This design comes from an exercise in tuning for small area, a short achievable clock period and few clock cycles on the open sky130 flow, not from production work. Only simulation tests tie the RTL to the original design; equivalence was not proved.

## Bin2BCD
module Bin2BCD(input wire clk, input wire rst, input wire en, input wire [31:0] din,
  output wire [39:0] digs, output reg done);
  wire [0:0] i_q0 = 1'b0, i_q1 = 1'b0, i_q2 = 1'b0;
  wire [0:0] i_c = din[31];
  wire [0:0] x1_h, x1_q0, x1_q1, x1_q2;
  assign x1_h[0] = 1'b0;
  assign x1_q0[0] = i_c[0];
  assign x1_q1[0] = 1'b0;
  assign x1_q2[0] = 1'b0;
  wire [0:0] x1_c = din[30];
  wire [0:0] x1_Q0 = x1_q0;
  wire [0:0] x1_Q1 = x1_q1;
  wire [0:0] x1_Q2 = x1_q2;
  wire [0:0] x2_h, x2_q0, x2_q1, x2_q2;
  assign x2_h[0] = 1'b0;
  assign x2_q0[0] = ~((x1_Q0[0] & x1_c[0]) | ~(x1_Q0[0] | x1_c[0]));
  assign x2_q1[0] = ~(~x1_Q0[0] | x1_c[0]);
  assign x2_q2[0] = (x1_Q0[0] & x1_c[0]);
  wire [0:0] x2_c = din[29];
  wire [0:0] x2_Q0 = x2_q0;
  wire [0:0] x2_Q1 = x2_q1;
  wire [0:0] x2_Q2 = x2_q2;
  wire [0:0] x3_h, x3_q0, x3_q1, x3_q2;
  assign x3_h[0] = ((x2_Q1[0] & x2_c[0]) | x2_Q2[0]);
  assign x3_q0[0] = ~((x2_Q0[0] & x2_c[0]) | ~(x2_Q0[0] | x2_Q2[0] | x2_c[0]) | x2_Q1[0]);
  assign x3_q1[0] = ~((x2_Q0[0] & x2_c[0]) | ~((x2_Q2[0] & x2_c[0]) | x2_Q0[0]));
  assign x3_q2[0] = ~((x2_Q1[0] & x2_c[0]) | ~((x2_Q1[0] | x2_c[0]) & x2_Q0[0]));
  wire [1:0] x3_c = {x3_h[0:0], din[28]};
  wire [1:0] x3_Q0 = {1'b0, x3_q0};
  wire [1:0] x3_Q1 = {1'b0, x3_q1};
  wire [1:0] x3_Q2 = {1'b0, x3_q2};
  wire [1:0] x4_h, x4_q0, x4_q1, x4_q2;
  assign x4_h[0:0] = ((x3_Q1[0:0] & x3_c[0:0]) | x3_Q2[0:0]);
  assign x4_q0[0:0] = ~((x3_Q0[0:0] & x3_c[0:0]) | ~(x3_Q0[0:0] | x3_Q2[0:0] | x3_c[0:0]) | x3_Q1[0:0]);
  assign x4_q1[0:0] = ~((x3_Q0[0:0] & x3_c[0:0]) | ~((x3_Q2[0:0] & x3_c[0:0]) | x3_Q0[0:0]));
  assign x4_q2[0:0] = ~((x3_Q0[0:0] & x3_Q1[0:0] & x3_c[0:0]) | ~((x3_Q0[0:0] & x3_c[0:0]) | x3_Q1[0:0]));
  assign x4_h[1] = 1'b0;
  assign x4_q0[1] = x3_c[1];
  assign x4_q1[1] = 1'b0;
  assign x4_q2[1] = 1'b0;
  wire [1:0] x4_c = {x4_h[0:0], din[27]};
  wire [1:0] x4_Q0 = x4_q0;
  wire [1:0] x4_Q1 = x4_q1;
  wire [1:0] x4_Q2 = x4_q2;
  wire [1:0] x5_h, x5_q0, x5_q1, x5_q2;
  assign x5_h[0:0] = ((x4_Q1[0:0] & x4_c[0:0]) | x4_Q2[0:0]);
  ...
Size in the first run: roughly 37 flip-flops, ~76 I/O pins, ~6500 um2 of cells after synthesis.
Settings: LEC_CHECK=0, CAP_MARGIN=20, CORE_MARGIN=2, CORE_UTILIZATION=60, SLEW_MARGIN=20; clock period 15.0 ns.
standard.sh (not shown) runs the stock make flow with config.mk's settings and CLKGATE_MAP_FILE= SYNTH_SCRIPT=/design/flow/synth_recipe.tcl, a recipe that flattens the netlist after the stock synthesis.
==> flow/flow/run.sh <==
#!/bin/bash
set -euo pipefail
W=$PWD
rm -rf "$W/scripts_abc"
cp -r "$FLOW_HOME/scripts" "$W/scripts_abc"
cp "$W/flow/abc.script" "$W/scripts_abc/abc_speed.script"
bash "$W/standard.sh" SCRIPTS_DIR="$W/scripts_abc" ADDER_MAP_FILE= BUFFER_PORTS_ARGS="-buffer_cell sky130_fd_sc_hd__buf_2" finish > "$W/standard_flow.log" 2>&1
==> flow/flow/abc.script <==
strash
balance
rewrite
refactor
balance
rewrite
rewrite -z
balance
refactor -z
rewrite -z
balance
dc2
dch -f
amap
Testbench counts at the start, summed over its fixed seeds: cycles 3,208.
Then changed:
==> flow/flow/run.sh (replaced) <==
#!/bin/bash
set -euo pipefail
W=$PWD
rm -rf "$W/scripts_abc"
cp -r "$FLOW_HOME/scripts" "$W/scripts_abc"
cp "$W/flow/abc.script" "$W/scripts_abc/abc_speed.script"
bash "$W/standard.sh" SCRIPTS_DIR="$W/scripts_abc" ADDER_MAP_FILE= finish > "$W/standard_flow.log" 2>&1
==> flow/flow/abc.script (replaced) <==
strash
dc2
dch -f
amap
- CORE_UTILIZATION: 60 -> 70
- SETUP_SLACK_MARGIN: default -> 4
Result: The changed run passed the timing, design-rule and antenna checks. Die area came out lower by 9.5%. Final area came out higher by 10%. Worst setup slack degrades by 0.92 ns. Via count came out higher by 9.1%. Worst hold slack improves by 0.33 ns. Synthesized cell count came out higher by 2.0%.
Then changed:
==> flow/flow/abc.script (replaced) <==
strash
balance
rewrite
refactor
balance
rewrite
rewrite -z
balance
refactor -z
rewrite -z
balance
dch -f
amap
Via count drops by a few percent.
First-iteration DRC count drops by about a fifth.
Utilization climbs by 0.60 points.
Fmax climbs by a few percent.
Flip-flop and latch count is unchanged.
Design area drops by a few percent.
Then changed:
==> flow/flow/abc.script (replaced) <==
strash
dc2
dch -f
amap
- SETUP_SLACK_MARGIN: 4 -> 5
Effect: The changed run aborted during global routing (5_1_grt). Synthesized cell count increases by about 0.55%. Area after synthesis increases by 3.8%.

## what the ideal ports hide
In the flow no input, the clock included, has a driving cell. The finished layouts below were timed again as built, in two steps.
Step 1 assumes that a clkbuf_16 drives the clock port and a buf_2 every other input.
Step 2 times the ports against the registers' clock, not the clock port: input delays grow and output delays shrink by t, the midpoint of the rising clock arrivals with the driver on.
a / b / c = no drivers / after step 1 / after step 2; a / b = the first two.
run	shift t [ns]	setup slack, ns	worst data-port slew with drivers (ns)
the first run	0.328	5.725 / 5.689 / 5.784	0.03
the second run	0.329	4.807 / 4.773 / 4.685	0.04
the third run	0.321	5.172 / 5.183 / 4.862	0.04
After both steps setup and hold are still met in every run listed. For the third run, which loses most, drivers alone change the setup slack by +0.011 ns; drivers and shift together by -0.310 ns.
